This is an optimization exercise on Yosys and OpenROAD, whose aim is small area, a short achievable clock period and few clock cycles, not a production implementation.
Function was checked by simulation only, so behaviour that the tests miss may differ from the original.
Power is estimated from default activity; no workload was simulated.

v32:
// MDC
module MDC(
    clk,
    rst_n,
    in_valid,
    in_data,
    in_mode,
    out_valid,
    out_data
);
For scale: roughly 6000 cells after synthesis, ~750 flip-flops, ~240 I/O pins.
clock: 13.5 ns
lec_check: 0
cap_margin: 50
core_margin: 2
core_utilization: 40
slew_margin: 70
run.sh (not shown) runs the stock make flow with config.mk's settings and CLKGATE_MAP_FILE= SYNTH_SCRIPT=/design/flow/synth_recipe.tcl, a recipe that flattens the netlist after the stock synthesis.
Testbench counts of v32, summed over its fixed seeds: cycles 46,426.
Edits applied to the flow inputs when going from v32 to v19:
==> flow/flow/run.sh (new file) <==
#!/bin/bash
# The standard layout (the standard.sh, standard synthesis), with timing
# repair aiming at a setup slack of 8.7 ns on the 13.5 ns clock. The clock
# period and all constraints are unchanged.
set -euo pipefail
bash standard.sh SETUP_SLACK_MARGIN=8.7 finish > standard_flow.log 2>&1
==> flow/standard.sh (new file) <==
#!/bin/bash
# synth_recipe.tcl (not shown) runs the flow's synth.tcl, then flattens the netlist and writes it again
# the make line also repeats each setting of config.mk as NAME=value (left out here)
make -C /OpenROAD-flow-scripts/flow DESIGN_CONFIG=/design/flow/config.mk WORK_HOME=/design/flow/orfs CLKGATE_MAP_FILE= SYNTH_SCRIPT=/design/flow/synth_recipe.tcl "${@:-finish}"
removed: flow/run.sh
Findings:
v19 did not stop at any stage, and its layout met the timing, design-rule and antenna checks.
Reported for v32 and v19, remaining global-route overflow turned out identical to the last digit.
NOTE: non-clock buffer count in the final layout in v19 exceeds that of v32
For v19, the power group with the highest consumption was combinational logic, unlike v32, where it was registers.
Final critical-path required period came out lower on v19 than on v32.
Setup WNS v32 -> v19: better
Comparing v32 and v19, the lower power was measured on v32.
Comparing fraction of standard cell area that is sequential for v32 and v19, the smaller number came from v19.
Switching share of power in v19 vs v32: up 0.20 points
### v19 -> v9
==> flow/flow/run.sh <==
#!/bin/bash
# The standard layout (the standard.sh, standard synthesis), with timing
# repair aiming at a setup slack of 9.0 ns on the 13.5 ns clock. The clock
# period and all constraints are unchanged.
set -euo pipefail
bash standard.sh SETUP_SLACK_MARGIN=9.0 finish > standard_flow.log 2>&1
==> comparison <==
- [v9] clock insertion delay at the later pin of the skew report fell 0.03 ns relative to v19
- Summary of v9 over v19: met2 usage closely matched the old numbers, worst vdd rail ir drop increased by about 13% relative to the old numbers, switching part of the total decreased by 0.24 points relative to the old numbers.
- Total routed wirelength grows by a few percent when moving from v19 to v9.
- First-pass GRT wire length of v9 exceeds that of v19 slightly.
- Comparing v19 and v9, the higher clock network power share is on v19.
- Per the comparison of v9 with v19, final net count moved up; clock-buffer cell count moved down; total power moved up.
- Higher post-layout instance count excluding filler cells was reported by v9, not v19.

---

Another version of the RTL of MDC (not shown whole).
Size in the first run: roughly 6,200 cells after synthesis, about 890 flip-flops, roughly 0.060 mm2 of cells after synthesis.
clock: 13.5 ns
lec_check: 0
cap_margin: 50
core_margin: 2
core_utilization: 40
slew_margin: 70
standard.sh (not shown) runs the stock make flow with config.mk's settings and CLKGATE_MAP_FILE= SYNTH_SCRIPT=/design/flow/synth_recipe.tcl, a recipe that flattens the netlist after the stock synthesis.
==> flow/flow/run.sh <==
#!/bin/bash
# The standard layout (the standard.sh, standard synthesis), with timing
# repair aiming at a setup slack of 8.7 ns on the 13.5 ns clock. The clock
# period and all constraints are unchanged.
set -euo pipefail
bash standard.sh SETUP_SLACK_MARGIN=8.7 finish > standard_flow.log 2>&1
Testbench counts at the start, summed over its fixed seeds: cycles 46,426.
Rerun with:
==> flow/flow/run.sh (replaced) <==
#!/bin/bash
# The standard layout (the standard.sh, standard synthesis), with timing
# repair aiming at a setup slack of 9.0 ns on the 13.5 ns clock. The clock
# period and all constraints are unchanged.
set -euo pipefail
bash standard.sh SETUP_SLACK_MARGIN=9.0 finish > standard_flow.log 2>&1
After rerunning:
- The changed run ran to the end with no violations
- via count went up by 1.7%
- sequential cell count does not change
- clock skew barely changes

==> port drivers added, routing unchanged <==
In the flow no input, the clock included, has a driving cell. The finished layouts below were timed again as built, in two steps.
Step 1 sets driving cells, clkbuf_16 on the clock port and buf_2 on the other inputs (assumed; they add their load-dependent delay and slew).
Step 2 also shifts input and output timing later by t, the mid clock arrival at the registers, as if the neighbouring blocks saw the same clock.
Three values: ideal ports, drivers, drivers and shift; two values: the first two.
run	shift t [ns]	setup slack, ns	worst setup path after step 2	clock arrival spread, ns	worst slew at a driven data input, ns
v32	0.791	7.802 / 7.718 / 7.832	input to register	0.044 / 0.044	0.05
v19	0.794	8.488 / 8.402 / 8.015	input to register	0.053 / 0.054	0.06
v9	0.764	8.586 / 8.504 / 8.347	input to register	0.031 / 0.031	0.08
the first run of note 2	0.814	8.546 / 8.461 / 8.671	input to register	0.052 / 0.052	0.07
the second run of note 2	0.822	8.699 / 8.611 / 8.666	input to register	0.055 / 0.055	0.07
After both steps every run listed still meets setup and hold. The setup slack of v19, which loses most, moves by -0.086 ns with the drivers and by -0.473 ns with both steps.
